Background: an optimization exercise with open tools, aiming at small area. Do not read the settings as production practice.
The RTL was checked by simulation tests, not by an equivalence proof against the original design.
The flow treats the clock pin as an ideal source. Dropping or thinning the clock tree relies on that and would not hold on a real chip.
Power figures rest on the tool's default switching activity, not on a simulated workload.

[flow/design.v]
`timescale 1ns / 1ps
module adc_12bit #(
    parameter ADC_BITS = 12,
    parameter V_REF_MV = 2500,
    parameter CONV_CYCLES = 12
)(
    input  wire                    clk,
    input  wire                    rst_n,
    input  wire signed [15:0]      analog_in_mv,
    input  wire                    start_conv,
    output reg  signed [ADC_BITS-1:0] digital_out,
    output reg                        valid_out,
    output reg                        busy
);
    reg [4:0]  cnt;
    reg [9:0]  rem;     
    reg [10:0] quo;     
    wire signed [15:0] v = analog_in_mv;
    wire pos_ovf = (v > 16'sd2500);
    wire neg_ovf = (v < -16'sd2500);
    wire neg     = v[15];
    wire [12:0] wn = v[12:0] + 13'd5000 + {12'd0, neg};
    wire [12:0] w  = (pos_ovf | neg_ovf) ? {10'd937, neg, ~neg, ~neg} : wn;
    wire load    = ~cnt[0] & ~cnt[1] & ~cnt[2];    
    wire quant   = ~cnt[1] &  cnt[2] &  cnt[4];    
    wire last    = ~cnt[0] & ~cnt[2] &  cnt[3];    
    wire late    =  cnt[2] &  cnt[3] &  cnt[4];    
    wire        b  = quo[10] & ~late;
    wire [10:0] t  = {rem, b};
    wire [10:0] d  = t - 11'd625;
    wire        ge = ~d[10];
    always @(posedge clk) begin
        cnt <= busy ? {cnt[3:0], ~(cnt[4] ^ cnt[1])} : 5'd0;
        if (load) begin
            rem <= {3'b000, w[12:6]};
            quo <= {w[5:0], 2'b00, neg, neg, neg};
        end else begin
            rem <= ge ? d[9:0] : t[9:0];
            quo <= {quo[9:0], ge};
        end
    end
    always @(posedge clk or negedge rst_n) begin
        if (!rst_n) begin
            digital_out <= {ADC_BITS{1'b0}};
            valid_out   <= 1'b0;
            busy        <= 1'b0;
        end else begin
            valid_out <= busy & last;
            busy      <= busy ? ~last : start_conv;
            if (busy & quant)
                digital_out <= {quo, ge};
        end
    end
endmodule
[flow/flow/run.sh]
#!/bin/bash
# Own layout flow: the standard ORFS flow with these changes:
#  - synthesis maps the logic with area-oriented ABC scripts (flow/abc_*.abc):
#    each is tried (synthesis only) and the one giving the smallest
#    synthesized area is used for the layout,
#  - port buffers are sky130_fd_sc_hd__buf_1 (one per input/output port, as usual),
#  - the clock tree uses clkbuf_4 buffers and no dummy loads.
set -euo pipefail
W=$(pwd)
F=$W/flow
# synthesis script: the standard flow's, with the ABC override sourced first
awk -v ov="$F/abc_override.tcl" 'NR==1{print; print "source " ov; next} {print}' synth_recipe.tcl > my_synth.tcl
sed "s#$W/synth_recipe.tcl#$W/my_synth.tcl#g" standard.sh > my_standard.sh
export BUFFER_PORTS_ARGS="-buffer_cell sky130_fd_sc_hd__buf_1"
export CTS_ARGS="-sink_clustering_enable -repair_clock_nets -dont_use_dummy_load -buf_list sky130_fd_sc_hd__clkbuf_4"

# try each ABC script, synthesis only, each in an ORFS work folder of its own
names=()
for s in "$F"/abc_*.abc; do
  n=$(basename "$s" .abc)
  names+=("$n")
  sed "s#WORK_HOME=$W/orfs #WORK_HOME=$W/try_$n #" my_standard.sh > "try_$n.sh"
  (MY_ABC_SCRIPT="$s" bash "try_$n.sh" synth > "try_$n.log" 2>&1 || true) &
done
wait
best=""
best_area=""
for n in "${names[@]}"; do
  f=$(ls "$W"/try_"$n"/reports/*/adc_12bit/base/synth_stat.txt 2>/dev/null | head -1 || true)
  [[ -n "$f" ]] || continue
  a=$(awk '/Chip area/ {print $NF}' "$f" | tail -1)
  echo "$n $a" >> synth_tries.txt
  if [[ -z "$best" ]] || awk -v a="$a" -v b="$best_area" 'BEGIN{exit !(a < b)}'; then
    best=$n
    best_area=$a
  fi
done
echo "chosen: $best $best_area" >> synth_tries.txt
export MY_ABC_SCRIPT=$F/$best.abc
bash my_standard.sh > make_flow.log 2>&1
[flow/flow/abc_a.abc]
&get -n
&st
&syn2
&dch 
&nf -R 1000 -p
&st
&syn2
&dch 
&nf -R 1000 -p
&put
[flow/flow/abc_b.abc]
&get -n
&st
&syn3
&dch -f
&nf -R 1000 -p
&st
&syn3
&dch -f
&nf -R 1000 -p
&put
[flow/flow/abc_c.abc]
&get -n
&st
&syn3
&dch -f
&nf -R 1000 -p
&st
&syn3
&dch -f
&nf -R 1000 -p
&st
&syn3
&dch -f
&nf -R 1000 -p
&put
[flow/flow/abc_override.tcl]
# Map the combinational logic with an area-oriented ABC script (flow/area.abc)
# instead of ORFS's speed script. Flip-flops are mapped before ABC runs, so the
# registers are the standard synthesis's.
proc abc {args} {
  set i [lsearch -exact $args -script]
  if {$i >= 0 && [info exists ::env(MY_ABC_SCRIPT)]} {
    lset args [expr {$i + 1}] $::env(MY_ABC_SCRIPT)
  }
  yosys abc {*}$args
}
[flow/standard.sh]
#!/bin/bash
# synth_recipe.tcl (not shown) runs the flow's synth.tcl, then flattens the netlist and writes it again
# the make line also repeats each setting of config.mk as NAME=value (left out here)
make -C /OpenROAD-flow-scripts/flow DESIGN_CONFIG=/design/flow/config.mk WORK_HOME=/design/flow/orfs CLKGATE_MAP_FILE= SYNTH_SCRIPT=/design/flow/synth_recipe.tcl "${@:-finish}"
[flow/config.mk]
export PLATFORM = sky130hd
export DESIGN_NAME = adc_12bit
export DESIGN_NICKNAME = adc_12bit
export VERILOG_FILES = /design/flow/design.v
export SDC_FILE = /design/flow/constraint.sdc
export NUM_CORES = 4
export LEC_CHECK = 0
export CAP_MARGIN = 20
export CORE_AREA = 2 2 60 60
export DIE_AREA = 0 0 62 62
export PLACE_DENSITY = 0.85
export SLEW_MARGIN = 20
[flow/constraint.sdc]
create_clock -name core_clock -period 20.0 [get_ports {clk}]
set_input_delay 4.0000 -clock core_clock [delete_from_list [all_inputs] [get_ports {clk}]]
set_output_delay 4.0000 -clock core_clock [all_outputs]
set_load 0.01 [all_outputs]
==> results of run 1 <==
## worst max-delay path: cells and delay by family
family,cells,cell delay [ns]
AOI/OAI and AO/OA,4,0.79
buffers and inverters,1,0.12
xor gates and xnor gates,1,0.14
and+or+nand+nor,2,0.23
adders and majority gates,2,0.44
## worst max-delay path by stage
stage                     start      to  slack, ns  depth (start not counted)
3_3_place_gp   analog_in_mv[15]  rem[6]      14.16                         10
4_1_cts        analog_in_mv[15]  rem[6]      14.49                         10
3_5_place_dp   analog_in_mv[15]  rem[6]      14.14                         10
5_1_grt        analog_in_mv[15]  rem[6]      14.27                         10
6_report       analog_in_mv[15]  rem[6]      14.48                         10
2_1_floorplan   analog_in_mv[0]  rem[6]      14.48                          9
## synth_stat cells (all sizes together)
library cell  count
dfxtp            26
nand2            14
a21oi            12
nand3b            1
a22o              2
xnor2            13
nand3             4
nor4              1
nor3              5
a21o              1
nand2b            1
clkinv            2
o21a              1
nor3b             2
and2              7
mux2             11
o211ai            1
dfrtp            14
nand4             3
nor4b             1
a31o              1
a22oi             5
nor2             16
a31oi             2
nor2b             1
ha                3
or3               1
o31ai             2
o21ai            11
xor2              5
and3              1
## placed cells by master, fill, tap and decap left out, drive strengths merged, types with 7 or more instances in the layout
| cell type | instances |
|---|---|
| a21oi | 12 |
| and2 | 7 |
| buf | 33 |
| dfrtp | 14 |
| dfxtp | 26 |
| mux2 | 11 |
| nand2 | 14 |
| nor2 | 16 |
| o21ai | 11 |
| xnor2 | 13 |
## metal layers
| metal | vias up | track usage, % |
|---|---|---|
| met5 | - | 0 |
| met4 | 0 | 7.60 |
| met3 | 6 | 6.00 |
| met2 | 36 | 32.6 |
| met1 | 626 | 24.3 |
| li1 | 680 | - |
## cells by family (layout without fill, tap and decap cells)
family,count (synthesis),in the layout
flip-flops,40,40
XOR/XNOR,18,18
buffers and inverters,2,40
multiplexers,11,11
adder cells (fa/ha/maj),3,3
AND/OR/NAND/NOR,58,58
AO/OA/AOI/OAI,38,38
## registers in the layout, indices dropped and copies added (netlist names)
| register | flops |
|---|---|
| rem | 10 |
| digital_out | 12 |
| quo | 11 |
| cnt | 5 |
| busy | 1 |
| valid_out | 1 |
## area by class of cell
| type | count | area [µm²] | area share [%] |
|---|---|---|---|
| Tap cell | 46 | 57.6 | 2.98 |
| Clock buffer | 5 | 37.5 | 1.94 |
| Multi-Input combinational cell | 128 | 831 | 43.0 |
| Timing Repair Buffer | 33 | 128 | 6.61 |
| Inverter | 2 | 7.51 | 0.389 |
| Sequential cell | 40 | 871 | 45.1 |
## stage by stage
step / instance area [µm²] / std cells / setup WS [ns] / hold WS (ns) / util, %
CTS: 1930 / 254 / 14.49 / 0.466 / 58.8
global route: 1930 / 254 / 14.27 / 0.466 / 58.8
finish: 1930 / 254 / 14.48 / 0.461 / 58.8
detailed placement: 1890 / 249 / 14.14 / 0.447 / 57.7
floorplan: 1710 / 170 / 14.48 / 0.416 / -
global placement: 1890 / 249 / 14.16 / 0.439 / 57.7
## where the power goes
| group | internal (µW) | switching, µW |
|---|---|---|
| sequential | 122 | 24.7 |
| combinational | 57.2 | 70.5 |
| clock | 11.8 | 23.3 |
==> metrics.cfg, run 1 <==
[synth]
yosysUniqueCellTypes = 31
synthXorXnorAreaFrac_pct = 9.22
synthMuxAreaShare_pct = 7.25
yosys.area_share.simple_pct = 16.5
synthAdderAreaFrac_pct = 2.20
synth.area.top_cells = dfxtp_1 30%, dfrtp_1 20%, mux2_1 7.2%, xnor2_1 6.7%, a21oi_1 3.5%
yosysTopAreaCellShare_pct = 30.5
synth_top_family_by_area = simple AND/OR/NAND/NOR gates
yosysTopAreaCell = dfxtp_1
syn_inst = 170
synth_area_um2 = 1710
ys_ff_latch = 40
ys_warn_count = 1
avgSynthCellArea_um2 = 10.1
syn-num-nets = 192
synth-compound-area-share_pct = 13.4
yosysSeqAreaShare_pct = 51.0

[route]
top_layer = met4
wl_met1_mm = 1.54
avgViaCountPerCell = 5.31
wl_met2_mm = 1.61
routed_wl_mm = 3.38
drc_errors = 0
wl_met3_um = 170
drt_iter0_drc = 86
first_pass_iters = 4
dr_total_vias = 1348
avgRoutedWirePerCell_um = 13.3
ant_nets = 0

[worst_setup_path]
rr_endpoint = rem[6]
crit_path_max_fanout = 4
r2r_slack_ns = 17.38
max_stage_delay_ns = 0.25
cp_cell_sequence = buf_1, ha_1, ha_1, a21oi_1, nor2_1, a21oi_1, nand2b_1, o211ai_1, xnor2_1, a22oi_1
reg2reg_from = cnt[4]
crit_type = in2reg
crit_path_end_kind = register
crit_slowest_cell = a21oi_1
r2r_cells = 10
cp_data_required_time_ns = 20.19
worstPathArrival_ns = 5.71
startpoint_type = input port

[sta]
setup_viol = 0
layout_min_cycle_time_ns = 5.52
fmax_mhz = 181
maxSlewViolCount = 0
hold_viol = 0
slew_headroom_pct = 43.5
worstMarginPinSlew_ns = 0.844
rsz0062_at_grt = false
fin_worst_skew_ns = 0.0299
finalSetupTns_ns = 0
timing.final.crit_share_pct = 27.6

[pwr]
ir_drop_uv = 78.2
power_leakage_uw = 0.000767
totalPowerFinal_uw = 309
p_per_area_nw_per_um2 = 160

[cts]
cts_resized = 0
cts_tree = done
h-tree-depth = 2
post_cts_buffers = 0
cts-hold-fix-buffers = 0
cts_root_buf = clkbuf_4
insertion_delay_ns = 0.35
cts.sinks = 40
cts.path.max_buffers = 2
cts_made_buffers = 5
clk_pin_slew_ns = 0.09

[min_path]
whs_path_depth = 1
hold_class = reg2reg
hold_start = rem[8]
min_delay_worst_endpoint = rem[9]

[cells_and_area]
fillers = 292
nNetsFinal = 232
syn2layout_area_growth_pct = 13.0
insertedDiodeCount = 0
drive_above_1_share_pct = 2.88

[placed_design]
gp_congestion = 0.814
dp.final_hpwl_mm = 2.57
io_buffers = 32

[floorplanning]
fp.dieH_um = 62
dieArea_um2 = 3840
io_pins = 33
die_w_um = 62
rows = 21
core_um2 = 3280
initial_utilization_pct = 52.0

[global_routing]
grt_use_total_pct = 19.8
grt_pass1_wl_mm = 5.40
antenna_found_initial = 0
grt-ovfl-total = 0
grt_max_degree = 16
first_global_vias = 1250

[run_status]
status = timing/DRC/antenna clean

[run]
maxCapViolCount = 0

==> run 2, diff against run 1 <==
--- a/flow/flow/run.sh
+++ b/flow/flow/run.sh
@@ -4,7 +4,10 @@
 #    each is tried (synthesis only) and the one giving the smallest
 #    synthesized area is used for the layout,
 #  - port buffers are sky130_fd_sc_hd__buf_1 (one per input/output port, as usual),
-#  - the clock tree uses clkbuf_4 buffers and no dummy loads.
+#  - synthesis leaves adders to ABC (no ORFS adder cell mapping),
+#  - the clock tree uses clkbuf_4 buffers and no dummy loads; after CTS a clock
+#    buffer whose sinks see a slow edge is swapped for the next size up
+#    (flow/post_cts.tcl).
 set -euo pipefail
 W=$(pwd)
 F=$W/flow
@@ -12,6 +15,9 @@
 awk -v ov="$F/abc_override.tcl" 'NR==1{print; print "source " ov; next} {print}' synth_recipe.tcl > my_synth.tcl
 sed "s#$W/synth_recipe.tcl#$W/my_synth.tcl#g" standard.sh > my_standard.sh
 export BUFFER_PORTS_ARGS="-buffer_cell sky130_fd_sc_hd__buf_1"
+export ADDER_MAP_FILE=
+export POST_CTS_TCL=$F/post_cts.tcl
+export CLK_SLEW_UPSIZE_NS=0.115
 export CTS_ARGS="-sink_clustering_enable -repair_clock_nets -dont_use_dummy_load -buf_list sky130_fd_sc_hd__clkbuf_4"
 
 # try each ABC script, synthesis only, each in an ORFS work folder of its own
==> flow/flow/post_cts.tcl (new file) <==
estimate_parasitics -placement
set db_ [ord::get_db]
set swapped 0
foreach inst [[ord::get_db_block] getInsts] {
  set m [[$inst getMaster] getName]
  if {![regexp {^sky130_fd_sc_hd__clkbuf_([0-9]+)$} $m -> size]} { continue }
  if {$size >= 16} { continue }
  set worst 0.0
  set onet [[$inst findITerm X] getNet]
  if {$onet eq "NULL"} { continue }
  foreach it [$onet getITerms] {
    if {[$it isOutputSignal]} { continue }
    set pin [get_pins -quiet "[[$it getInst] getName]/[[$it getMTerm] getName]"]
    if {$pin eq ""} { continue }
    set s [get_property $pin slew_max]
    if {$s > $worst} { set worst $s }
  }
  if {$worst > $::env(CLK_SLEW_UPSIZE_NS)} {
    set new sky130_fd_sc_hd__clkbuf_[expr {$size * 2}]
    puts "post_cts: [$inst getName] $m -> $new (sink slew [format %.4f $worst] ns)"
    $inst swapMaster [$db_ findMaster $new]
    incr swapped
  }
}
if {$swapped} {
  detailed_placement
  check_placement -verbose
  estimate_parasitics -placement
}
==> metrics.cfg, run 2 <==
[pwr]
seqPwrFrac_pct = 49.0  ; +1.7 points
switching_share_pct = 37.6  ; -0.74 points
power_leakage_uw = 0.000741  ; -3.4%
power.internal_uw = 187  ; -1.8%
p_per_area_nw_per_um2 = 160  ; -0.22%
p_clk_share_pct = 12.6  ; +1.3 points
pwr-share-comb_pct = 38.4  ; -2.9 points
switchingPower_uw = 113  ; -4.8%
ir_drop_uv = 61.4  ; -22%

[synth]
synth_flop_cell = dfxtp_1
yosysTopAreaCellShare_pct = 31.4  ; +0.94 points
yosys.area_share.simple_pct = 18.9  ; +2.4 points
syn_inst = 166  ; -2.4%
synth.area.top_cells = dfxtp_1 31%, dfrtp_1 21%, mux2_1 6.8%, o21ai_0 4.5%, xnor2_1 3.7%
syn-num-nets = 185  ; -3.6%
synthAdderAreaFrac_pct = 0  ; -2.2 points
yosysUniqueCellTypes = 31  ; unchanged
synth_area_um2 = 1660  ; -3.0%
synthMuxAreaShare_pct = 6.79  ; -0.45 points
synth_edf_count = 0  ; unchanged
synth-async-reset-ratio_pct = 35.0  ; unchanged
ys_ff_latch = 40  ; unchanged
yosysTopAreaCell = dfxtp_1
synth_common_cells = 26 x dfxtp_1, 15 x nor2_1, 15 x o21ai_0, 14 x dfrtp_1, 12 x nand2_1
yosysMostFrequentCell = dfxtp_1
synthXorXnorAreaFrac_pct = 6.87  ; -2.4 points
synth_top_family_by_area = simple AND/OR/NAND/NOR gates
yosysSeqAreaShare_pct = 52.5  ; +1.6 points
ys_warn_count = 1  ; unchanged
synth-compound-area-share_pct = 14.2  ; +0.79 points
avgSynthCellArea_um2 = 9.99  ; -0.66%

[worst_setup_path]
worstPathArrival_ns = 6.27  ; +0.56 ns
r2r_cells = 11  ; +1
crit_type = in2reg
reg2reg_from = cnt[2]
rr_endpoint = rem[3]
cp_data_required_time_ns = 20.21  ; +0.02 ns
max_stage_delay_ns = 0.30  ; +0.05 ns
cp_top_family = simple AND/OR/NAND/NOR gates
crit_top_cell = nand2b_1
crit_slowest_cell = o21ai_0
cp_cell_sequence = buf_1, and3_1, and2_0, o21ai_0, nand2b_1, nand2b_1, nor2b_1, nand2b_1, o21ai_0, nand2b_1, xnor2_1, a22oi_1
cp-startpoint = analog_in_mv[15]
crit_cells = 12  ; +2
path_buf_inv = 1  ; unchanged
cp-endpoint = rem[6]
crit_path_end_kind = register
crit_path_max_fanout = 6  ; +2
r2r_slack_ns = 16.98  ; -0.40 ns
startpoint_type = input port

[floorplanning]
initial_utilization_pct = 50.5  ; -1.6 points
die_w_um = 62  ; unchanged
rows = 21  ; unchanged
io_pins = 33  ; unchanged
dieArea_um2 = 3840  ; unchanged
core_um2 = 3280  ; unchanged
fp.dieH_um = 62  ; unchanged

[placed_design]
dp.final_hpwl_mm = 2.54  ; -1.1%
io_buffers = 32  ; unchanged
place_area_um2 = 1840  ; -3.1%
gp_congestion = 0.771  ; -5.3%

[global_routing]
first_global_vias = 1173  ; -6.2%
grt_use_total_pct = 18.8  ; -0.97 points
grt_pass1_wl_mm = 5.11  ; -5.4%
grt-ovfl-total = 0  ; unchanged
antenna_found_initial = 0  ; unchanged
grt_max_degree = 21  ; +5

[cts]
cts.sinks = 40  ; unchanged
cts_tree = done
insertion_delay_ns = 0.34  ; about the same
clk_pin_slew_ns = 0.10  ; about the same

[cells_and_area]
drive_above_1_share_pct = 2.46  ; -0.42 points
reg_top3 = digital_out: 12 flops, quo: 11 flops, rem: 10 flops
multiInputGateArea_um2 = 776  ; -6.6%
top_register = digital_out
seq_area_um2 = 871  ; unchanged
final_area_um2 = 1880  ; -2.7%
syn2layout_area_growth_pct = 13.4
largest_reg_flops = 12  ; unchanged
nNetsFinal = 224  ; -3.4%
fillers = 310  ; +6.2%
mostFrequentLayoutCells = 32 x buf_1, 26 x dfxtp_1, 15 x nor2_1, 15 x o21ai_0, 14 x dfrtp_1
layout_commonest_cell = buf_1
insertedDiodeCount = 0  ; unchanged

[route]
dr_total_vias = 1338  ; -0.74%
drt_iter0_drc = 75  ; -13%
routed_wl_mm = 3.37  ; -0.21%
avgRoutedWirePerCell_um = 13.6  ; +1.8%
first_pass_iters = 4  ; unchanged
drc_errors = 0  ; unchanged
avgViaCountPerCell = 5.37  ; +1.3%
ant_nets = 0  ; unchanged

[sta]
slew_headroom_pct = 41.8  ; -1.7 points
maxSlewViolCount = 0  ; unchanged
rsz0062_at_grt = false
hold_viol = 0  ; unchanged
fin_worst_skew_ns = 0.0248  ; -0.00516 ns
setup_viol = 0  ; unchanged
fmax_mhz = 165  ; -9.0%
worstMarginPinSlew_ns = 0.866  ; +0.0216 ns
timing.final.crit_share_pct = 30.3  ; +2.7 points
layout_min_cycle_time_ns = 6.06  ; +0.545 ns
finalSetupTns_ns = 0  ; unchanged

[min_path]
hold_class = reg2reg
hold_start = quo[1]

[run]
maxCapViolCount = 0  ; unchanged

[run_status]
status = timing/DRC/antenna clean

==> run 2: power by group through the flow <==
stage / Clock (µW) / Combinational (µW) / Sequential [µW]
global placement: 0 / 111 / 146
global route: 41.1 / 131 / 152
finish: 37.8 / 115 / 147
floorplan: 0 / 79.2 / 148
detailed placement: 0 / 116 / 149
==> run 2: routing by layer <==
metal | GRT usage [%] | routed length, µm | up-vias
met1 | 22.2 | 1470 | 631
met5 | 0 | 0 | -
met4 | 7.60 | 70 | 0
li1 | - | - | 663
met2 | 31.7 | 1680 | 36
met3 | 5.80 | 159 | 8
==> run 2: metrics by stage <==
stage	worst slack (ns)	util (%)	power, µW	instances	hold slack (ns)
after floorplan	14.04	-	227	166	0.408
after global placement	13.75	55.9	256	244	0.438
after detailed placement	13.63	55.9	264	244	0.440
after global routing	13.75	57.2	325	249	0.481
final	13.94	57.2	300	249	0.457
==> run 2: worst register-to-register path, stage by stage (launching register included) <==
cell and delay (ns):
dfxtp_1 0.40, a31oi_1 0.17, nor4_1 0.32, nor2b_1 0.11, and3_1 0.22, or3_1 0.36
nand2_1 0.10, xnor2_1 0.20, or2_0 0.35, or3_1 0.37, xnor2_1 0.14, a22o_1 0.17
==> run 2: worst min path at each step <==
stage / to / cells past startpoint
after floorplan: quo[7] / 2
after global placement: quo[4] / 1
after detailed placement: quo[7] / 2
after global routing: digital_out[11] / 2
final: digital_out[2] / 1
==> run 2: cells by family after synthesis <==
family          count (synthesis)
flops                          40
simple gates                   62
buf+inv                         3
xor+xnor                       13
compound gates                 38
mux                            10
==> run 2: cell type report <==
class	count	area share [%]
Tap cell	46	3.06
Multi-Input combinational cell	123	41.3
Timing Repair Buffer	32	6.39
Inverter	3	0.599
Sequential cell	40	46.3
Clock buffer	5	2.33
==> run 3, diff against run 2 <==
--- a/flow/flow/run.sh
+++ b/flow/flow/run.sh
@@ -5,9 +5,10 @@
 #    synthesized area is used for the layout,
 #  - port buffers are sky130_fd_sc_hd__buf_1 (one per input/output port, as usual),
 #  - synthesis leaves adders to ABC (no ORFS adder cell mapping),
-#  - the clock tree uses clkbuf_4 buffers and no dummy loads; after CTS a clock
-#    buffer whose sinks see a slow edge is swapped for the next size up
-#    (flow/post_cts.tcl).
+#  - after CTS, the clock tree is replaced by a flat one (flow/clock_tree.tcl):
+#    the clock port drives two clkbuf_8 buffers, each driving the flip-flops
+#    of one placement cluster; a buffer whose sinks see a slow edge is swapped
+#    for the next size up.
 set -euo pipefail
 W=$(pwd)
 F=$W/flow
@@ -16,8 +17,10 @@
 sed "s#$W/synth_recipe.tcl#$W/my_synth.tcl#g" standard.sh > my_standard.sh
 export BUFFER_PORTS_ARGS="-buffer_cell sky130_fd_sc_hd__buf_1"
 export ADDER_MAP_FILE=
-export POST_CTS_TCL=$F/post_cts.tcl
-export CLK_SLEW_UPSIZE_NS=0.115
+export POST_CTS_TCL=$F/clock_tree.tcl
+export NCLK=2
+export CLKBUF=sky130_fd_sc_hd__clkbuf_8
+export CLK_SLEW_UPSIZE_NS=0.122
 export CTS_ARGS="-sink_clustering_enable -repair_clock_nets -dont_use_dummy_load -buf_list sky130_fd_sc_hd__clkbuf_4"
 
 # try each ABC script, synthesis only, each in an ORFS work folder of its own
==> flow/flow/clock_tree.tcl (new file) <==
# Replaces the clock tree that CTS built with a flat one: the clock port
# drives NCLK buffers (cell CLKBUF) directly, each driving the flip-flops of one
# placement cluster (k-means on the flip-flops' positions). A buffer whose
# sinks see a slow edge (estimated from placement) is swapped for the next
# size up. Then the placement is legalized.
set block [ord::get_db_block]
set db_ [ord::get_db]
set clknet [$block findNet clk]
set kinds {}
# 1. undo CTS: every flip-flop clock pin back on the port's net, CTS cells removed
set cts_insts {}
foreach inst [$block getInsts] {
  set m [[$inst getMaster] getName]
  if {[regexp {^sky130_fd_sc_hd__clk(buf|inv)_} $m] && [regexp {^(clkbuf_|clkload)} [$inst getName]]} {
    lappend cts_insts $inst
  }
}
set cts_nets {}
foreach inst $cts_insts {
  foreach it [$inst getITerms] {
    set n [$it getNet]
    if {$n ne "NULL" && [$n getName] ne "clk" && [$n getSigType] eq "CLOCK" || ($n ne "NULL" && [string match clknet* [$n getName]])} {
      if {[lsearch -exact $cts_nets $n] < 0} { lappend cts_nets $n }
    }
  }
}
foreach n $cts_nets {
  foreach it [$n getITerms] {
    set inst [$it getInst]
    if {[lsearch -exact $cts_insts $inst] >= 0} { continue }
    $it disconnect
    $it connect $clknet
  }
}
foreach inst $cts_insts { puts "clock_tree: removing [$inst getName] ([[$inst getMaster] getName])"; odb::dbInst_destroy $inst }
foreach n $cts_nets { if {[llength [$n getITerms]] == 0} { odb::dbNet_destroy $n } }

# 2. cluster the sinks
set sinks {}
foreach it [$clknet getITerms] {
  if {[$it isInputSignal]} {
    set inst [$it getInst]
    lassign [$inst getLocation] x y
    set m [$inst getMaster]
    lappend sinks [list "[$inst getName]/[[$it getMTerm] getName]" [expr {$x + [$m getWidth]/2}] [expr {$y + [$m getHeight]/2}]]
  }
}
set k $::env(NCLK)
set sorted [lsort -integer -index 1 $sinks]
set n [llength $sorted]
set cents {}
for {set i 0} {$i < $k} {incr i} { set s [lindex $sorted [expr {int(($i + 0.5) * $n / $k)}]]; lappend cents [list [lindex $s 1] [lindex $s 2]] }
for {set iter 0} {$iter < 50} {incr iter} {
  set groups {}
  for {set i 0} {$i < $k} {incr i} { lappend groups {} }
  foreach s $sinks {
    set best 0; set bd -1
    for {set i 0} {$i < $k} {incr i} {
      lassign [lindex $cents $i] cx cy
      set d [expr {abs([lindex $s 1]-$cx) + abs([lindex $s 2]-$cy)}]
      if {$bd < 0 || $d < $bd} { set bd $d; set best $i }
    }
    lset groups $best [concat [lindex $groups $best] [list $s]]
  }
  set new {}
  for {set i 0} {$i < $k} {incr i} {
    set g [lindex $groups $i]
    if {[llength $g] == 0} { lappend new [lindex $cents $i]; continue }
    set sx 0; set sy 0
    foreach s $g { incr sx [lindex $s 1]; incr sy [lindex $s 2] }
    lappend new [list [expr {$sx / [llength $g]}] [expr {$sy / [llength $g]}]]
  }
  set cents $new
}
# 3. one buffer per cluster
set dbu [$block getDbUnitsPerMicron]
set bufs {}
for {set i 0} {$i < $k} {incr i} {
  set g [lindex $groups $i]
  if {[llength $g] == 0} { continue }
  set pins {}
  foreach s $g { lappend pins [get_pins [lindex $s 0]] }
  lassign [lindex $cents $i] cx cy
  puts "clock_tree: cluster $i: [llength $g] sinks around ([expr {$cx/double($dbu)}], [expr {$cy/double($dbu)}])"
  insert_buffer -buffer_cell $::env(CLKBUF) -net clk -load_pins $pins -location [list [expr {$cx/double($dbu)}] [expr {$cy/double($dbu)}]] -buffer_name clkbuf_leaf_$i -net_name clknet_leaf_$i
  # the new buffer drives the first sink of the cluster
  lassign [split [lindex $g 0 0] /] iname pname
  set lnet [[[$block findInst $iname] findITerm $pname] getNet]
  $lnet setSigType CLOCK
  # a leaf net gets no non-default rule (insert_buffer copies the clock port net's)
  $lnet setNonDefaultRule NULL
  foreach it [$lnet getITerms] { if {[$it isOutputSignal]} { lappend bufs [$it getInst] } }
}
$clknet setSigType CLOCK
detailed_placement
# 4. upsize a buffer whose sinks see a slow edge
estimate_parasitics -placement
set swapped 0
foreach inst $bufs {
  set m [[$inst getMaster] getName]
  regexp {_([0-9]+)$} $m -> size
  if {$size >= 16} { continue }
  set worst 0.0
  foreach it [[[$inst findITerm X] getNet] getITerms] {
    if {[$it isOutputSignal]} { continue }
    set s [get_property [get_pins "[[$it getInst] getName]/[[$it getMTerm] getName]"] slew_max]
    if {$s > $worst} { set worst $s }
  }
  puts "clock_tree: [$inst getName] $m drives [expr {[llength [[[$inst findITerm X] getNet] getITerms]] - 1}] sinks, worst sink slew [format %.4f $worst] ns"
  if {$worst > $::env(CLK_SLEW_UPSIZE_NS)} {
    set new sky130_fd_sc_hd__clkbuf_[expr {$size * 2}]
    puts "clock_tree: [$inst getName] $m -> $new"
    $inst swapMaster [$db_ findMaster $new]
    incr swapped
  }
}
if {$swapped} { detailed_placement }
check_placement -verbose
estimate_parasitics -placement
removed: flow/flow/post_cts.tcl
==> metrics.cfg, run 3 <==
[run_status]
status = timing/DRC/antenna clean

[route]
avgViaCountPerCell = 5.39  ; +0.24%
drc_errors = 0  ; unchanged
dr_total_vias = 1325  ; -0.97%
first_pass_iters = 4  ; unchanged
drt_iter0_drc = 56  ; -25%
ant_nets = 0  ; unchanged
avgRoutedWirePerCell_um = 13.2  ; -2.9%
routed_wl_mm = 3.24  ; -4.1%

[worst_setup_path]
cp_data_required_time_ns = 20.03  ; -0.18 ns
max_stage_delay_ns = 0.30  ; about the same
worstPathArrival_ns = 6.24  ; -0.03 ns
startpoint_type = input port
crit_type = in2reg
path_buf_inv = 1  ; unchanged
cp_top_family = simple AND/OR/NAND/NOR gates
crit_slowest_cell = o21ai_0
crit_path_max_fanout = 6  ; unchanged
crit_path_end_kind = register
crit_top_cell = nand2b_1
cp_cell_sequence = buf_1, and3_1, and2_0, o21ai_0, nand2b_1, nand2b_1, nor2b_1, nand2b_1, o21ai_0, nand2b_1, xnor2_1, a22oi_1

[cells_and_area]
mostFrequentLayoutCells = 32 x buf_1, 26 x dfxtp_1, 15 x nor2_1, 15 x o21ai_0, 14 x dfrtp_1
largest_reg_flops = 12  ; unchanged
syn2layout_area_growth_pct = 12.4
nNetsFinal = 221  ; -1.3%
drive_above_1_share_pct = 1.00  ; -1.5 points
top_register = digital_out
layout_commonest_cell = buf_1
insertedDiodeCount = 0  ; unchanged
reg_top3 = digital_out: 12 flops, quo: 11 flops, rem: 10 flops

[synth]
ys_ff_latch = 40  ; unchanged
synth_flop_cell = dfxtp_1
yosys.area_share.simple_pct = 18.9  ; unchanged
synth_area_um2 = 1660  ; unchanged
synth_common_cells = 26 x dfxtp_1, 15 x nor2_1, 15 x o21ai_0, 14 x dfrtp_1, 12 x nand2_1
synth_edf_count = 0  ; unchanged
yosysSeqAreaShare_pct = 52.5  ; unchanged
synthAdderAreaFrac_pct = 0  ; unchanged
synthMuxAreaShare_pct = 6.79  ; unchanged
yosysTopAreaCellShare_pct = 31.4  ; unchanged
syn-num-nets = 185  ; unchanged
syn_inst = 166  ; unchanged
yosysMostFrequentCell = dfxtp_1
synth-compound-area-share_pct = 14.2  ; unchanged
synth-async-reset-ratio_pct = 35.0  ; unchanged
synth.area.top_cells = dfxtp_1 31%, dfrtp_1 21%, mux2_1 6.8%, o21ai_0 4.5%, xnor2_1 3.7%
avgSynthCellArea_um2 = 9.99  ; unchanged
yosysUniqueCellTypes = 31  ; unchanged
synthXorXnorAreaFrac_pct = 6.87  ; unchanged
ys_warn_count = 1  ; unchanged
yosysTopAreaCell = dfxtp_1
synth_top_family_by_area = simple AND/OR/NAND/NOR gates

[global_routing]
grt_pass1_wl_mm = 5.00  ; -2.3%
grt_use_total_pct = 17.4  ; -1.4 points
antenna_found_initial = 0  ; unchanged
first_global_vias = 1165  ; -0.68%
grt_max_degree = 22  ; +4.8%
grt-ovfl-total = 0  ; unchanged

[sta]
hold_viol = 0  ; unchanged
worstMarginPinSlew_ns = 0.834  ; -0.0317 ns
fmax_mhz = 161  ; -2.3%
maxSlewViolCount = 0  ; unchanged
finalSetupTns_ns = 0  ; unchanged
layout_min_cycle_time_ns = 6.21  ; +0.141 ns
slew_headroom_pct = 44.0  ; +2.1 points
timing.final.crit_share_pct = 31.0  ; +0.71 points
fin_worst_skew_ns = 0.00985  ; -0.0149 ns
setup_viol = 0  ; unchanged
rsz0062_at_grt = false
setup_slack_ns = 13.79  ; -0.141 ns

[floorplanning]
dieArea_um2 = 3840  ; unchanged
fp.dieH_um = 62  ; unchanged
io_pins = 33  ; unchanged
core_um2 = 3280  ; unchanged
initial_utilization_pct = 50.5  ; unchanged
die_w_um = 62  ; unchanged
rows = 21  ; unchanged

[min_path]
hold_class = reg2reg

[pwr]
ir_drop_uv = 60.8  ; -0.82%
power_leakage_uw = 0.000729  ; -1.5%
p_per_area_nw_per_um2 = 156  ; -2.5%

[placed_design]
dp_worst_setup_slack_ns = 13.63  ; unchanged
gp_congestion = 0.771  ; unchanged
dp.final_hpwl_mm = 2.54  ; unchanged
io_buffers = 32  ; unchanged

[cts]
insertion_delay_ns = 0.17  ; -0.17 ns
cts.sinks = 40  ; unchanged
clk_pin_slew_ns = 0.12  ; +0.02 ns

[run]
maxCapViolCount = 0  ; unchanged

-- run 3: worst paths after layout --
check | from | to | slack (ns) | cells past startpoint
setup / recovery | analog_in_mv[15] | rem[6] | 13.79 | 12
hold / removal | quo[6] | quo[7] | 0.46 | 2
setup reg to reg | cnt[2] | rem[3] | 17.00 | 11
hold reg to reg | quo[6] | quo[7] | 0.46 | 2
max in group asynchronous | rst_n | valid_out | 15.67 | 1
min in group asynchronous | rst_n | digital_out[7] | 3.85 | 1
-- run 3: metal layers --
layer	share of wire, %	track usage, %
met5	0	0
met4	0.59	3.04
met2	52	32.4
met1	43	21.7
met3	3.5	2.07
-- run 3: cell families (layout without fill, tap and decap cells) --
logic type	count (synthesis)	after routing
DFF	40	40
muxes	10	10
xor gates and xnor gates	13	13
AOI/OAI and AO/OA	38	38
and+or+nand+nor	62	62
buffers and inverters	3	37
-- run 3: area by class of cell, clock buffers not listed --
class / instances / area, µm²
fill: 313 / 1420
sequential: 40 / 871
multi-input combinational: 123 / 776
timing repair buffer: 32 / 120
tap: 46 / 57.6
inverter: 3 / 11.3
-- run 3: worst register-to-register path, delay by kind of cell, from the launching register on --
| kind | cells | cell delay (ns) |
|---|---|---|
| xor+xnor | 2 | 0.34 |
| simple gates | 7 | 1.81 |
| compound gates | 2 | 0.34 |
| flops | 1 | 0.40 |
-- run 3: power breakdown --
part / total, µW / switching, µW / leakage [µW] / internal, µW
sequential: 147 / 24.8 / 0.000392 / 122
clock: 28.3 / 18.9 / 0.0000144 / 9.36
combinational: 115 / 63.8 / 0.000323 / 51.3
-- run 3: metrics by stage --
| step | power [µW] | instances | utilization (%) | cell area [µm²] | hold WS [ns] |
|---|---|---|---|---|---|
| finish | 290 | 246 | 56.7 | 1860 | 0.462 |
| global route | 315 | 246 | 56.7 | 1860 | 0.492 |
| detailed placement | 264 | 244 | 55.9 | 1840 | 0.440 |
| global placement | 256 | 244 | 55.9 | 1840 | 0.438 |
| floorplan | 227 | 166 | - | 1660 | 0.408 |
==> run 4, diff against run 3 <==
--- a/flow/flow/run.sh
+++ b/flow/flow/run.sh
@@ -1,8 +1,9 @@
 #!/bin/bash
 # Own layout flow: the standard ORFS flow with these changes:
-#  - synthesis maps the logic with area-oriented ABC scripts (flow/abc_*.abc):
-#    each is tried (synthesis only) and the one giving the smallest
-#    synthesized area is used for the layout,
+#  - synthesis maps the logic with area-oriented ABC scripts (flow/abc_*.abc:
+#    three fixed scripts and &deepsyn with twelve seeds): each is tried
+#    (synthesis only) and the one giving the smallest synthesized area is
+#    used for the layout,
 #  - port buffers are sky130_fd_sc_hd__buf_1 (one per input/output port, as usual),
 #  - synthesis leaves adders to ABC (no ORFS adder cell mapping),
 #  - after CTS, the clock tree is replaced by a flat one (flow/clock_tree.tcl):
@@ -23,15 +24,16 @@
 export CLK_SLEW_UPSIZE_NS=0.122
 export CTS_ARGS="-sink_clustering_enable -repair_clock_nets -dont_use_dummy_load -buf_list sky130_fd_sc_hd__clkbuf_4"
 
-# try each ABC script, synthesis only, each in an ORFS work folder of its own
+# try each ABC script, synthesis only, each in an ORFS work folder of its own,
+# four at a time
 names=()
 for s in "$F"/abc_*.abc; do
   n=$(basename "$s" .abc)
+  n=${n#abc_}
   names+=("$n")
   sed "s#WORK_HOME=$W/orfs #WORK_HOME=$W/try_$n #" my_standard.sh > "try_$n.sh"
-  (MY_ABC_SCRIPT="$s" bash "try_$n.sh" synth > "try_$n.log" 2>&1 || true) &
 done
-wait
+printf '%s\n' "${names[@]}" | xargs -P 4 -I{} bash -c 'MY_ABC_SCRIPT="$1/abc_$2.abc" bash "try_$2.sh" synth > "try_$2.log" 2>&1 || true' _ "$F" {}
 best=""
 best_area=""
 for n in "${names[@]}"; do
@@ -45,5 +47,5 @@
   fi
 done
 echo "chosen: $best $best_area" >> synth_tries.txt
-export MY_ABC_SCRIPT=$F/$best.abc
+export MY_ABC_SCRIPT=$F/abc_$best.abc
 bash my_standard.sh > make_flow.log 2>&1
==> flow/flow/abc_d0.abc (new file) <==
&get -n
&st
&deepsyn -J 200 -S 0
&nf -R 1000 -p
&put
==> flow/flow/abc_d1.abc (new file) <==
&get -n
&st
&deepsyn -J 200 -S 1
&nf -R 1000 -p
&put
==> flow/flow/abc_d10.abc (new file) <==
&get -n
&st
&deepsyn -J 200 -S 10
&nf -R 1000 -p
&put
==> flow/flow/abc_d11.abc (new file) <==
&get -n
&st
&deepsyn -J 200 -S 11
&nf -R 1000 -p
&put
==> flow/flow/abc_d2.abc (new file) <==
&get -n
&st
&deepsyn -J 200 -S 2
&nf -R 1000 -p
&put
==> flow/flow/abc_d3.abc (new file) <==
&get -n
&st
&deepsyn -J 200 -S 3
&nf -R 1000 -p
&put
==> flow/flow/abc_d4.abc (new file) <==
&get -n
&st
&deepsyn -J 200 -S 4
&nf -R 1000 -p
&put
==> flow/flow/abc_d5.abc (new file) <==
&get -n
&st
&deepsyn -J 200 -S 5
&nf -R 1000 -p
&put
==> flow/flow/abc_d6.abc (new file) <==
&get -n
&st
&deepsyn -J 200 -S 6
&nf -R 1000 -p
&put
==> flow/flow/abc_d7.abc (new file) <==
&get -n
&st
&deepsyn -J 200 -S 7
&nf -R 1000 -p
&put
==> flow/flow/abc_d8.abc (new file) <==
&get -n
&st
&deepsyn -J 200 -S 8
&nf -R 1000 -p
&put
==> flow/flow/abc_d9.abc (new file) <==
&get -n
&st
&deepsyn -J 200 -S 9
&nf -R 1000 -p
&put
--- a/flow/config.mk
+++ b/flow/config.mk
@@ -8,5 +8,6 @@
 export CAP_MARGIN = 20
 export CORE_AREA = 2 2 60 60
 export DIE_AREA = 0 0 62 62
+export GPL_TIMING_DRIVEN = 0
 export PLACE_DENSITY = 0.85
 export SLEW_MARGIN = 20
==> metrics.cfg, run 4 <==
[run_status]
status = timing/DRC/antenna clean

[synth]
syn_inst = 165  ; -0.60%
synthXorXnorAreaFrac_pct = 4.82  ; -2.0 points
synth-async-reset-ratio_pct = 35.0  ; unchanged
synth_flop_cell = dfxtp_1
yosysTopAreaCellShare_pct = 31.9  ; +0.46 points
synthMuxAreaShare_pct = 6.89  ; +0.099 points
ys_warn_count = 1  ; unchanged
yosys.area_share.simple_pct = 18.4  ; -0.57 points
yosysMostFrequentCell = dfxtp_1
yosysTopAreaCell = dfxtp_1
ys_ff_latch = 40  ; unchanged
synth_edf_count = 0  ; unchanged
yosysSeqAreaShare_pct = 53.3  ; +0.76 points
synth.area.top_cells = dfxtp_1 32%, dfrtp_1 21%, mux2_1 6.9%, o21ai_0 4.3%, nand2_1 3.9%
avgSynthCellArea_um2 = 9.90  ; -0.84%
synth_top_family_by_area = simple AND/OR/NAND/NOR gates
synth_common_cells = 26 x dfxtp_1, 17 x nand2_1, 14 x dfrtp_1, 14 x o21ai_0
synth_area_um2 = 1630  ; -1.4%
synth-compound-area-share_pct = 15.5  ; +1.3 points
syn-num-nets = 184  ; -0.54%
synthAdderAreaFrac_pct = 0  ; unchanged
yosysUniqueCellTypes = 34  ; +9.7%

[global_routing]
grt_use_total_pct = 16.6  ; -0.80 points
grt-ovfl-total = 0  ; unchanged
grt_pass1_wl_mm = 4.86  ; -2.8%
grt_max_degree = 22  ; unchanged
antenna_found_initial = 0  ; unchanged
first_global_vias = 1092  ; -6.3%

[floorplanning]
rows = 21  ; unchanged
io_pins = 33  ; unchanged
initial_utilization_pct = 49.8  ; -0.72 points
core_um2 = 3280  ; unchanged
fp.dieH_um = 62  ; unchanged
dieArea_um2 = 3840  ; unchanged
die_w_um = 62  ; unchanged

[worst_setup_path]
max_stage_delay_ns = 0.60  ; +0.30 ns
crit_path_max_fanout = 10  ; +4
cp_data_required_time_ns = 20.05  ; +0.02 ns
crit_type = in2reg
crit_slowest_cell = nor2b_1
startpoint_type = input port
cp_cell_sequence = buf_1, nor3_1, a21oi_1, o31ai_1, nand2_1, clkinv_1, o21ai_0, nor2b_1, a21boi_0, a21oi_1
crit_path_end_kind = register
worstPathArrival_ns = 5.79  ; -0.45 ns
crit_top_cell = a21oi_1

[cells_and_area]
top_register = digital_out
insertedDiodeCount = 0  ; unchanged
largest_reg_flops = 12  ; unchanged
nNetsFinal = 220  ; -0.45%
final_cells = 245  ; -0.41%
mostFrequentLayoutCells = 32 x buf_1, 26 x dfxtp_1, 17 x nand2_1, 14 x o21ai_0, 14 x dfrtp_1
syn2layout_area_growth_pct = 12.9
reg_top3 = digital_out: 12 flops, quo: 11 flops, rem: 10 flops
layout_commonest_cell = buf_1
drive_above_1_share_pct = 1.51  ; +0.51 points

[pwr]
ir_drop_uv = 48.3  ; -21%
power.internal_uw = 177  ; -2.9%
p_per_area_nw_per_um2 = 152  ; -2.5%
power_leakage_uw = 0.000719  ; -1.4%
switchingPower_uw = 103  ; -4.5%
pwr-share-comb_pct = 38.6  ; -1.1 points
switching_share_pct = 36.7  ; -0.37 points
seqPwrFrac_pct = 51.4  ; +0.9 points
p_clk_share_pct = 10.0  ; +0.2 points

[route]
avgViaCountPerCell = 5.27  ; -2.1%
ant_nets = 0  ; unchanged
avgRoutedWirePerCell_um = 11.9  ; -9.5%
drc_errors = 0  ; unchanged
dr_total_vias = 1292  ; -2.5%
first_pass_iters = 4  ; unchanged
drt_iter0_drc = 64  ; +14%
routed_wl_mm = 2.92  ; -9.9%

[cts]
insertion_delay_ns = 0.16  ; about the same
clk_pin_slew_ns = 0.11  ; about the same
cts.sinks = 40  ; unchanged

[sta]
worstMarginPinSlew_ns = 0.769  ; -0.0649 ns
hold_viol = 0  ; unchanged
slew_headroom_pct = 48.4  ; +4.5 points
rsz0062_at_grt = false
fmax_mhz = 174  ; +8.1%
layout_min_cycle_time_ns = 5.74  ; -0.464 ns
fin_worst_skew_ns = 0.00281  ; -0.00704 ns
setup_viol = 0  ; unchanged
finalSetupTns_ns = 0  ; unchanged
timing.final.crit_share_pct = 28.7  ; -2.3 points
maxSlewViolCount = 0  ; unchanged

[placed_design]
dp_cells = 243  ; -0.41%
gp_congestion = 0.734  ; -4.7%
io_buffers = 32  ; unchanged
dp.final_hpwl_mm = 2.22  ; -13%

[run]
maxCapViolCount = 0  ; unchanged

[min_path]
hold_class = reg2reg

run 4: path summary, 6_finish.rpt:
check,slack [ns],cells past startpoint,startpoint,endpoint
setup / recovery,14.26,10,analog_in_mv[4],rem[4]
hold / removal,0.45,2,rem[8],rem[9]
setup reg to reg,16.92,12,cnt[2],rem[3]
hold reg to reg,0.45,2,rem[8],rem[9]
max in group asynchronous,15.67,1,rst_n,digital_out[9]
min in group asynchronous,3.86,1,rst_n,digital_out[0]
run 4: layer usage:
metal,vias up,share of wire [%],GRT usage (%)
met2,36,44,26.5
met5,-,0,0
met1,590,52,24.5
met3,2,4.2,2.69
li1,664,-,-
met4,0,0.41,2.13
run 4: stage by stage:
stage	worst slack, ns	hold WS (ns)	power, µW	utilization, %	cell area (µm²)
after floorplan	14.53	0.408	220	-	1630
final	14.26	0.452	280	56.2	1840
after global placement	14.10	0.428	247	55.2	1810
after global routing	14.04	0.489	306	56.2	1840
after detailed placement	14.10	0.436	254	55.3	1820
run 4: layout make-up, clock buffers not listed:
cell class	instances	area, µm²
Timing Repair Buffer	32	120
Inverter	5	18.8
Fill cell	299	1440
Sequential cell	40	871
Tap cell	46	57.6
Multi-Input combinational cell	120	749
run 4: kinds of logic after synthesis:
kind of cell / Yosys count
flip-flops: 40
AND/OR/NAND/NOR: 60
AO/OA/AOI/OAI: 41
XOR/XNOR: 9
buffers and inverters: 5
multiplexers: 10
run 4: power groups by stage:
stage | Clock [µW] | Sequential [µW] | Combinational, µW
after floorplan | 0 | 145 | 74.9
after global placement | 0 | 143 | 104
after detailed placement | 0 | 145 | 108
after global routing | 31.6 | 149 | 126
final | 27.9 | 144 | 108
run 4: worst max-delay path: cells and delay by family:
family / cells / cell delay, ns
AND/OR/NAND/NOR: 3 / 0.92
AO/OA/AOI/OAI: 5 / 0.69
buffers and inverters: 2 / 0.18
==> run 5, diff against run 4 <==
--- a/flow/config.mk
+++ b/flow/config.mk
@@ -8,6 +8,5 @@
 export CAP_MARGIN = 20
 export CORE_AREA = 2 2 60 60
 export DIE_AREA = 0 0 62 62
-export GPL_TIMING_DRIVEN = 0
 export PLACE_DENSITY = 0.85
 export SLEW_MARGIN = 20
==> metrics.cfg, run 5 <==
[synth]
synthAdderAreaFrac_pct = 0  ; unchanged
synth-async-reset-ratio_pct = 35.0  ; unchanged
syn_inst = 165  ; unchanged
yosysTopAreaCell = dfxtp_1
ys_ff_latch = 40  ; unchanged
synth.area.top_cells = dfxtp_1 32%, dfrtp_1 21%, mux2_1 6.9%, o21ai_0 4.3%, nand2_1 3.9%
ys_warn_count = 1  ; unchanged
synth_edf_count = 0  ; unchanged
avgSynthCellArea_um2 = 9.90  ; unchanged
synth_top_family_by_area = simple AND/OR/NAND/NOR gates
syn-num-nets = 184  ; unchanged
yosysMostFrequentCell = dfxtp_1
synth-compound-area-share_pct = 15.5  ; unchanged
synth_common_cells = 26 x dfxtp_1, 17 x nand2_1, 14 x dfrtp_1, 14 x o21ai_0
yosysTopAreaCellShare_pct = 31.9  ; unchanged
yosysSeqAreaShare_pct = 53.3  ; unchanged
synthXorXnorAreaFrac_pct = 4.82  ; unchanged
synth_area_um2 = 1630  ; unchanged
yosysUniqueCellTypes = 34  ; unchanged
synthMuxAreaShare_pct = 6.89  ; unchanged
yosys.area_share.simple_pct = 18.4  ; unchanged
synth_flop_cell = dfxtp_1

[cells_and_area]
top_register = digital_out
largest_reg_flops = 12  ; unchanged
layout_commonest_cell = buf_1
syn2layout_area_growth_pct = 13.0
insertedDiodeCount = 0  ; unchanged
mostFrequentLayoutCells = 32 x buf_1, 26 x dfxtp_1, 17 x nand2_1, 14 x o21ai_0, 14 x dfrtp_1
final_area_um2 = 1850  ; +0.14%
reg_top3 = digital_out: 12 flops, quo: 11 flops, rem: 10 flops
fin_util_pct = 56.2  ; +0.076 points
drive_above_1_share_pct = 1.50  ; -0.0075 points
fillers = 299  ; unchanged
nNetsFinal = 221  ; +0.45%

[placed_design]
dp.final_hpwl_mm = 2.30  ; +3.6%
io_buffers = 32  ; unchanged
place_area_um2 = 1820  ; +0.14%
gp_congestion = 0.773  ; +5.2%

[cts]
cts.sinks = 40  ; unchanged
insertion_delay_ns = 0.17  ; about the same
clk_pin_slew_ns = 0.12  ; about the same

[pwr]
p_per_area_nw_per_um2 = 152  ; +0.12%
ir_drop_uv = 65.7  ; +36%
switching_share_pct = 36.5  ; -0.16 points
switchingPower_uw = 103  ; -0.18%
pwr-share-comb_pct = 39.2  ; +0.6 points
power.internal_uw = 178  ; +0.50%
p_clk_share_pct = 9.8  ; -0.2 points
seqPwrFrac_pct = 50.9  ; -0.5 points
power_leakage_uw = 0.000723  ; +0.56%

[route]
drc_errors = 0  ; unchanged
routed_wl_mm = 2.98  ; +2.1%
avgRoutedWirePerCell_um = 12.1  ; +1.7%
first_pass_iters = 4  ; unchanged
drt_iter0_drc = 69  ; +7.8%
ant_nets = 0  ; unchanged
avgViaCountPerCell = 5.20  ; -1.4%
dr_total_vias = 1279  ; -1.0%

[global_routing]
first_global_vias = 1172  ; +7.3%
antenna_found_initial = 0  ; unchanged
grt_max_degree = 23  ; +4.5%
grt-ovfl-total = 0  ; unchanged
grt_pass1_wl_mm = 5.06  ; +4.1%
grt_use_total_pct = 17.3  ; +0.64 points

[sta]
rsz0062_at_grt = false
slew_headroom_pct = 49.4  ; +1.0 points
fin_worst_skew_ns = 0.0169  ; +0.0141 ns
hold_viol = 0  ; unchanged
maxSlewViolCount = 0  ; unchanged
setup_viol = 0  ; unchanged
worstMarginPinSlew_ns = 0.758  ; -0.0108 ns
finalSetupTns_ns = 0  ; unchanged
fin_hold_ws_ns = 0.454  ; +0.00222 ns
fmax_mhz = 176  ; +1.2%
layout_min_cycle_time_ns = 5.67  ; -0.0688 ns
timing.final.crit_share_pct = 28.4  ; -0.34 points

[floorplanning]
core_um2 = 3280  ; unchanged
initial_utilization_pct = 49.8  ; unchanged
io_pins = 33  ; unchanged
dieArea_um2 = 3840  ; unchanged
die_w_um = 62  ; unchanged
fp.dieH_um = 62  ; unchanged
rows = 21  ; unchanged

[worst_setup_path]
crit_path_max_fanout = 10  ; unchanged
startpoint_type = input port
crit_path_end_kind = register
crit_type = in2reg
cp_data_required_time_ns = 20.04  ; about the same
worstPathArrival_ns = 5.71  ; -0.08 ns

[run]
maxCapViolCount = 0  ; unchanged

[run_status]
status = timing/DRC/antenna clean

[min_path]
hold_class = reg2reg

run 5: cell counts after synthesis:
No cell type changed its count.
run 5: final timing paths:
kind,startpoint,end,slack (ns),depth (start not counted)
worst max-delay path,analog_in_mv[5],rem[4],14.33,10
worst min-delay path,quo[0],quo[1],0.45,2
worst max register to register,cnt[2],rem[3],16.93,12
worst min register to register,quo[0],quo[1],0.45,2
max in group asynchronous,rst_n,digital_out[8],15.65,1
min in group asynchronous,rst_n,digital_out[10],3.86,1
run 5: logic make-up after synthesis:
group | Yosys count
compound gates | 41
xor+xnor | 9
buf+inv | 5
flops | 40
mux | 10
simple gates | 60
run 5: layout make-up, clock buffers not listed:
class / count / area [µm²] / area share (%)
inverters: 5 / 18.8 / 1.02
flip-flops and latches: 40 / 871 / 47.2
well taps: 46 / 57.6 / 3.12
repair buffers: 33 / 128 / 6.91
multi-input cells: 120 / 744 / 40.3
run 5: power groups by stage:
stage	registers, µW	logic [µW]	clock network, µW
2_1_floorplan	145	74.9	0
3_3_place_gp	143	106	0
3_5_place_dp	145	111	0
5_1_grt	149	127	31.4
6_report	143	110	27.6
run 5: layer usage:
metal | global-route usage (%) | wire length (µm) | vias up
li1 | - | - | 659
met1 | 24.2 | 1460 | 587
met2 | 28.3 | 1390 | 33
met3 | 3.31 | 135 | 0
met4 | 2.74 | 0 | 0
met5 | 0 | 0 | -
run 5: critical path: stages:
cell      delay, ns
buf_1          0.13
nor3_1         0.19
a21oi_1        0.10
o31ai_1        0.19
nand2_1        0.12
clkinv_1       0.05
o21ai_0        0.12
nor2b_1        0.50
a21boi_0       0.24
a21oi_1        0.05
run 5: stage by stage:
step,total power [µW],setup slack (ns),instances
floorplan,220,14.53,165
global placement,249,14.15,244
detailed placement,255,14.17,244
global route,308,14.09,246
finish,281,14.33,246
==> run 6, diff against run 5 <==
--- a/flow/config.mk
+++ b/flow/config.mk
@@ -5,8 +5,9 @@
 export SDC_FILE = /design/flow/constraint.sdc
 export NUM_CORES = 4
 export LEC_CHECK = 0
-export CAP_MARGIN = 20
+export CAP_MARGIN = 0
 export CORE_AREA = 2 2 60 60
 export DIE_AREA = 0 0 62 62
+export GPL_TIMING_DRIVEN = 0
 export PLACE_DENSITY = 0.85
-export SLEW_MARGIN = 20
+export SLEW_MARGIN = 0
==> metrics.cfg, run 6 <==
[cells_and_area]
mostFrequentLayoutCells = 32 x buf_1, 26 x dfxtp_1, 17 x nand2_1, 14 x o21ai_0, 14 x dfrtp_1
insertedDiodeCount = 0  ; unchanged
drive_above_1_share_pct = 1.01  ; -0.49 points
nNetsFinal = 220  ; -0.45%
reg_top3 = digital_out: 12 flops, quo: 11 flops, rem: 10 flops
largest_reg_flops = 12  ; unchanged
syn2layout_area_growth_pct = 13.2
layout_commonest_cell = buf_1
top_register = digital_out

[floorplanning]
io_pins = 33  ; unchanged
fp.dieH_um = 62  ; unchanged
die_w_um = 62  ; unchanged
core_um2 = 3280  ; unchanged
initial_utilization_pct = 49.8  ; unchanged
rows = 21  ; unchanged
dieArea_um2 = 3840  ; unchanged

[worst_setup_path]
crit_top_cell = a21oi_1
cp_data_required_time_ns = 20.04  ; about the same
startpoint_type = input port
max_stage_delay_ns = 0.60  ; +0.10 ns
crit_type = in2reg
crit_path_max_fanout = 10  ; unchanged
cp_cell_sequence = buf_1, nor3_1, a21oi_1, o31ai_1, nand2_1, clkinv_1, o21ai_0, nor2b_1, a21boi_0, a21oi_1
worstPathArrival_ns = 5.80  ; +0.09 ns
crit_path_end_kind = register
crit_slowest_cell = nor2b_1
cp_top_family = simple AND/OR/NAND/NOR gates
path_buf_inv = 2  ; unchanged

[sta]
slew_headroom_pct = 15.6  ; -34 points
timing.final.crit_share_pct = 28.8  ; +0.45 points
maxSlewViolCount = 0  ; unchanged
finalSetupTns_ns = 0  ; unchanged
setup_viol = 0  ; unchanged
worstMarginPinSlew_ns = 1.26  ; +0.498 ns
fin_worst_skew_ns = 0.00681  ; -0.0101 ns
fmax_mhz = 174  ; -1.6%
layout_min_cycle_time_ns = 5.76  ; +0.0894 ns
rsz0062_at_grt = false
hold_viol = 0  ; unchanged
fin_hold_ws_ns = 0.451  ; -0.00304 ns

[run_status]
status = timing/DRC/antenna clean

[synth]
synth_flop_cell = dfxtp_1
synth.area.top_cells = dfxtp_1 32%, dfrtp_1 21%, mux2_1 6.9%, o21ai_0 4.3%, nand2_1 3.9%
synth_common_cells = 26 x dfxtp_1, 17 x nand2_1, 14 x dfrtp_1, 14 x o21ai_0
yosysSeqAreaShare_pct = 53.3  ; unchanged
ys_ff_latch = 40  ; unchanged
yosysTopAreaCellShare_pct = 31.9  ; unchanged
yosysUniqueCellTypes = 34  ; unchanged
syn-num-nets = 184  ; unchanged
synth_edf_count = 0  ; unchanged
syn_inst = 165  ; unchanged
synth_area_um2 = 1630  ; unchanged
synth-async-reset-ratio_pct = 35.0  ; unchanged
yosysMostFrequentCell = dfxtp_1
yosysTopAreaCell = dfxtp_1
ys_warn_count = 1  ; unchanged
avgSynthCellArea_um2 = 9.90  ; unchanged

[pwr]
power_leakage_uw = 0.000723  ; about the same
p_per_area_nw_per_um2 = 153  ; +0.90%
ir_drop_uv = 54.8  ; -17%

[global_routing]
antenna_found_initial = 0  ; unchanged
grt_max_degree = 24  ; +4.3%
first_global_vias = 1068  ; -8.9%
grt_use_total_pct = 16.4  ; -0.90 points
grt_pass1_wl_mm = 4.76  ; -5.9%
grt-ovfl-total = 0  ; unchanged

[placed_design]
dp.final_hpwl_mm = 2.21  ; -3.8%
io_buffers = 32  ; unchanged
gp_congestion = 0.734  ; -5.0%

[cts]
clk_pin_slew_ns = 0.10  ; -0.02 ns
cts.sinks = 40  ; unchanged
insertion_delay_ns = 0.15  ; -0.02 ns

[route]
drt_iter0_drc = 53  ; -23%
ant_nets = 0  ; unchanged
first_pass_iters = 4  ; unchanged
routed_wl_mm = 2.91  ; -2.4%
dr_total_vias = 1286  ; +0.55%
avgRoutedWirePerCell_um = 11.9  ; -2.0%
avgViaCountPerCell = 5.25  ; +0.96%
drc_errors = 0  ; unchanged

[min_path]
hold_class = reg2reg

[run]
maxCapViolCount = 0  ; unchanged

==> run 6: cell type report, clock buffers not listed <==
| type | count | area [µm²] |
|---|---|---|
| multi-input combinational | 120 | 744 |
| inverter | 5 | 18.8 |
| tap | 46 | 57.6 |
| timing repair buffer | 32 | 120 |
| fill | 302 | 1430 |
| sequential | 40 | 871 |
==> run 6: worst paths after layout <==
check | slack [ns] | to | cells after the start | startpoint
worst min register to register | 0.45 | rem[9] | 2 | rem[8]
min in group asynchronous | 3.87 | digital_out[2] | 1 | rst_n
worst min-delay path | 0.45 | rem[9] | 2 | rem[8]
worst max register to register | 16.90 | rem[3] | 12 | cnt[2]
worst max-delay path | 14.24 | rem[4] | 10 | analog_in_mv[5]
max in group asynchronous | 15.65 | digital_out[5] | 1 | rst_n
==> run 6: power breakdown <==
group | switching, µW | leakage (µW) | internal, µW
Combinational | 60.1 | 0.000309 | 47.3
Clock | 19.0 | 0.0000195 | 13.8
Sequential | 23.1 | 0.000394 | 120
Total | 102 | 0.000723 | 181
==> run 6: cells by family after synthesis <==
kind of cell	count (synthesis)	synth area share [%]
muxes	10	6.89
AOI/OAI and AO/OA	41	15.5
and+or+nand+nor	60	18.4
xor gates and xnor gates	9	4.82
DFF	40	53.3
buffers and inverters	5	1.15
==> run 6: through the flow <==
step / instances / total power [µW] / instance area (µm²) / util (%) / worst slack (ns)
2_1_floorplan: 165 / 220 / 1630 / - / 14.53
3_3_place_gp: 243 / 247 / 1810 / 55.2 / 14.10
3_5_place_dp: 243 / 253 / 1810 / 55.2 / 14.08
5_1_grt: 245 / 310 / 1850 / 56.3 / 14.00
6_report: 245 / 284 / 1850 / 56.3 / 14.24
==> run 6: worst register-to-register path, stage by stage, from the launching register on <==
cell and delay (ns):
dfxtp_1 0.40, a31oi_1 0.16, nor4_1 0.37, nor2_1 0.11, and2_0 0.20, nor3_1 0.29, nor2_1 0.09, xnor2_1 0.27
or2_0 0.34, nor3_1 0.16, nor2_1 0.08, a222oi_1 0.42, clkinv_1 0.10
==> run 6: per-layer routing <==
layer / GRT usage [%] / routed length (µm)
met2: 25.3 / 1290
met1: 25.0 / 1480
met5: 0 / 0
met3: 1.24 / 115
met4: 3.65 / 21

-- what the ideal ports hide --
The results above use ideal ports. As a check the final layouts listed here were re-extracted and re-timed, cells and wires unchanged. Step 1, drivers: a clkbuf_16 drives clk and a buf_2 each remaining input, both assumed. Step 2 times the ports against the registers' clock, not the clock port: input delays grow and output delays shrink by t, the midpoint of the rising clock arrivals with the driver on. Three values: no drivers, after step 1, after step 2; two values: the first two.
run | shift t [ns] | slack for setup (ns) | hold slack, ns | latest minus earliest clock arrival (ns)
run 1 | 0.361 | 14.480 / 14.478 / 14.117 | 0.461 / 0.461 / 0.461 | 0.030 / 0.030
run 2 | 0.355 | 13.935 / 13.940 / 13.586 | 0.457 / 0.457 / 0.457 | 0.025 / 0.025
run 3 | 0.198 | 13.794 / 13.808 / 13.610 | 0.462 / 0.462 / 0.462 | 0.010 / 0.010
run 4 | 0.194 | 14.258 / 14.270 / 14.076 | 0.452 / 0.452 / 0.452 | 0.003 / 0.003
run 5 | 0.195 | 14.327 / 14.339 / 14.145 | 0.454 / 0.454 / 0.454 | 0.017 / 0.017
run 6 | 0.188 | 14.237 / 14.254 / 14.067 | 0.451 / 0.451 / 0.451 | 0.007 / 0.007
After both steps every run listed still meets setup and hold. For run 1, which loses most, drivers alone change the setup slack by -0.002 ns; drivers and shift together by -0.363 ns.
